Background: an optimization exercise with open tools, aiming at small area, a short achievable clock period and few clock cycles per item. Do not read the settings as production practice. The RTL was checked by simulation tests, not by an equivalence proof against the original design. Power is estimated from default activity; no workload was simulated.

Setup of old:
## eyeriss_conv
module eyeriss_conv (
	input clk,
	input reset,
	input [15:0] act_in,
	input [15:0] filt_in,
	input load_en_wght,
	input load_en_act,
	input start,
	output [47:0] pe_out,
	output logic compute_done,
	output logic load_done
);
For scale: ~3600 cells after synthesis, roughly 87 I/O pins, ~0.042 mm² of cells after synthesis.
clock: 10.0 ns
lec_check: 0
cap_margin: 20
core_margin: 2
core_utilization: 45
slew_margin: 20
run.sh (not shown) runs the stock make flow with config.mk's settings and CLKGATE_MAP_FILE= SYNTH_SCRIPT=/design/flow/synth_recipe.tcl, a recipe that flattens the netlist after the stock synthesis.
Testbench counts of old, summed over its fixed seeds: cycles 7,922, rows 576.
> inputs changed (old -> new)
- putting SETUP_SLACK_MARGIN at 5 where nothing was set
- putting ABC_CLOCK_PERIOD_IN_PS at 3000 where nothing was set
### Flow results
- Diff old -> new | combinational cell power | down slightly
- old -> new: non-clock buffer count decreased slightly
- Taking old as the reference, in new wire length after detailed routing lower; per-cell routed wire length roughly the same; utilization roughly the same.
- Clock power: new better than old


== v29 ==
Another version of the RTL of eyeriss_conv (not shown whole).
Size: roughly 3600 cells after synthesis, about 1100 flip-flops, ~44000 µm² of cells after synthesis.
// eyeriss_conv
module eyeriss_conv (
	input clk,
	input reset,
	input [15:0] act_in,
	input [15:0] filt_in,
	input load_en_wght,
	input load_en_act,
	input start,
	output [47:0] pe_out,
	output logic compute_done,
	output logic load_done
);
	logic la_act, lw_act, a_valid, w_valid;
	logic [4:0] lcnt;
	logic lw_fin;
	assign lw_fin = lw_act && lcnt == 5'd9;
	always_ff @(posedge clk) begin
		if (reset) begin
			la_act <= 1'b0;
			lw_act <= 1'b0;
			a_valid <= 1'b0;
			w_valid <= 1'b0;
			load_done <= 1'b0;
			lcnt <= 5'd0;
		end else begin
			load_done <= 1'b0;
			if (load_en_act) begin
				la_act <= 1'b1;
				a_valid <= 1'b0;
				lcnt <= 5'd1;
			end else if (load_en_wght) begin
				lw_act <= 1'b1;
				w_valid <= 1'b0;
				lcnt <= 5'd1;
			end else begin
				lcnt <= lcnt + 5'd1;
				if (la_act) begin
					load_done <= lcnt == 5'd24;
					if (lcnt == 5'd25) begin
						la_act <= 1'b0;
						a_valid <= 1'b1;
					end
				end
				if (lw_act) begin
					load_done <= lcnt == 5'd8;
					if (lcnt == 5'd9) begin
						lw_act <= 1'b0;
						w_valid <= 1'b1;
					end
				end
			end
		end
	end
	logic [15:0] W [0:8];
	always_ff @(posedge clk) begin
		if (load_en_wght || (lw_act && lcnt != 5'd9)) begin
			W[0] <= filt_in;
			for (int k = 1; k < 9; k++) W[k] <= W[k-1];
		end
	end
	logic [15:0] A [0:24];
	logic [15:0] ain;	 
	logic [4:0] ph;
	assign ain = (load_en_act || (la_act && lcnt != 5'd25)) ? act_in : A[24];
	always_ff @(posedge clk) begin
		A[0] <= ain;
		for (int k = 1; k < 25; k++) A[k] <= A[k-1];
	end
	always_ff @(posedge clk) begin
		if (la_act && lcnt == 5'd24) ph <= 5'd0;
		else ph <= (ph == 5'd24) ? 5'd0 : ph + 5'd1;
	end
	logic run, live, req;
	logic [5:0] e;
	logic [2:0] rdy, rdy_nx;
	logic ld, awe, afirst, alast, ld_n, awe_n, afirst_n, alast_n, p_ld, p_awe, p_afirst, p_alast;
	logic [2:0] xs0, xs1, xs2, xs0_n, xs1_n, xs2_n, p_xs0, p_xs1, p_xs2;
	logic [1:0] wsel, arow, wsel_n, arow_n, p_wsel, p_arow;
  ...
Settings: LEC_CHECK=0, ABC_CLOCK_PERIOD_IN_PS=3000, CAP_MARGIN=20, CORE_MARGIN=2, CORE_UTILIZATION=65, CTS_CLUSTER_DIAMETER=60, CTS_CLUSTER_SIZE=24, SLEW_MARGIN=20; clock period 10.0 ns.
standard.sh (not shown) runs the stock make flow with config.mk's settings and CLKGATE_MAP_FILE= SYNTH_SCRIPT=/design/flow/synth_recipe.tcl, a recipe that flattens the netlist after the stock synthesis.
==> flow/flow/run.sh <==
#!/bin/bash
# The standard ORFS flow with two changes to how the layout is made (the clock
# period and constraints are unchanged):
#  - repair_timing aims for the setup margin in flow/margin.txt;
#  - ports are buffered with buf_4 instead of the default buffer cell.
set -euo pipefail
MARGIN=$(cat flow/margin.txt)
bash standard.sh SETUP_SLACK_MARGIN=$MARGIN "BUFFER_PORTS_ARGS=-buffer_cell sky130_fd_sc_hd__buf_4" finish > standard.log 2>&1
==> flow/flow/margin.txt <==
6.8
Testbench counts of v29, summed over its fixed seeds: cycles 7,730, rows 576.
The inputs of v15 differ from those of v29 as listed below.
-- flow/config.mk --
<<< v29, line 11
export CORE_UTILIZATION = 65
>>> v15, line 11
export CORE_UTILIZATION = 70
==> run summary <==
- Between v15 and v29, it is v15 whose fraction of power consumed by combinational cells is higher, by 1.6 points.
- Instance count on the critical path: v15 vs v29 identical
- Changes observed in v15 relative to v29: cell area lower, part of the total power dissipated in the clock network lower, final cell count without fillers lower, synthesis-to-finish area growth lower, CTS buffer count lower.
- The startpoint of the most critical setup path comes out pe_q[34] in one run and pe_q[18] in the other, namely in v29 and v15 respectively.
Inputs modified between v15 and v51:
-- flow/config.mk --
<<< v15, line 8
>>> v51, line 8
export ABC_AREA = 1
<<< v15, line 11
export CORE_UTILIZATION = 70
>>> v51, line 12
export CORE_UTILIZATION = 65
==> run summary <==
v51 finished every step from synthesis to the final layout, and the layout passed the timing, DRC and antenna checks. v51 vs v15 on via count: v51 is the higher one. In v51, area after synthesis is lower than in v15. Ratio of total power to cell area, v51 and v15, lower one = v51. Comparing number of nets in the synthesized netlist for v51 and v15, the bigger number came from v51. Per the comparison of v51 with v15, non-clock buffer count shrank by 20, routed wire length has increased. In v51, fraction of the yosys area taken by sequential cells is higher than in v15.
Modified inputs, v9 compared to v51
==> flow/flow/margin.txt <==
7.0
-- flow/config.mk --
<<< v51, line 8
export ABC_AREA = 1
>>> v9, line 8
==> run summary <==
Looking at critical path capture point, the pe_out[18] result is from v51; the pe_out[23] one comes from v9.
Die: v9 bigger than v51
Diff v51 -> v9 | utilization | increase of 0.73 points
v9: overall routed net length higher than v51

re-timing with driven ports:
No port has a modelled driver above. Below, the same layouts with a new extraction and two added sets of constraints. Step 1: set_driving_cell puts a clkbuf_16 on clk and a buf_2 on each other input, an assumption about the parent block. Step 2 adds t to the input delays and takes it off the output delays; t is the mean of the earliest and latest rising clock arrival at the registers after step 1. Input paths then give back, and output paths get back, about the clock's delay inside the block. Slacks: no drivers / after step 1 / after step 2; pairs: no drivers / after step 1.
run	shift t [ns]	slack for setup (ns)	latest minus earliest clock arrival (ns)	worst register clock-pin slew, ns
old	0.731	5.048 / 4.980 / 5.395	0.042 / 0.042	0.07 / 0.07
new	0.718	5.107 / 5.041 / 5.378	0.042 / 0.042	0.07 / 0.07
v29	0.708	6.797 / 6.731 / 6.230	0.031 / 0.031	0.10 / 0.10
v15	0.732	6.808 / 6.742 / 6.161	0.053 / 0.053	0.10 / 0.10
v51	0.714	6.800 / 6.733 / 6.214	0.038 / 0.037	0.09 / 0.09
v9	0.740	6.814 / 6.744 / 6.358	0.046 / 0.046	0.10 / 0.10
After both steps every run listed still meets setup and hold. For v15, which loses most, drivers alone change the setup slack by -0.066 ns; drivers and shift together by -0.647 ns.
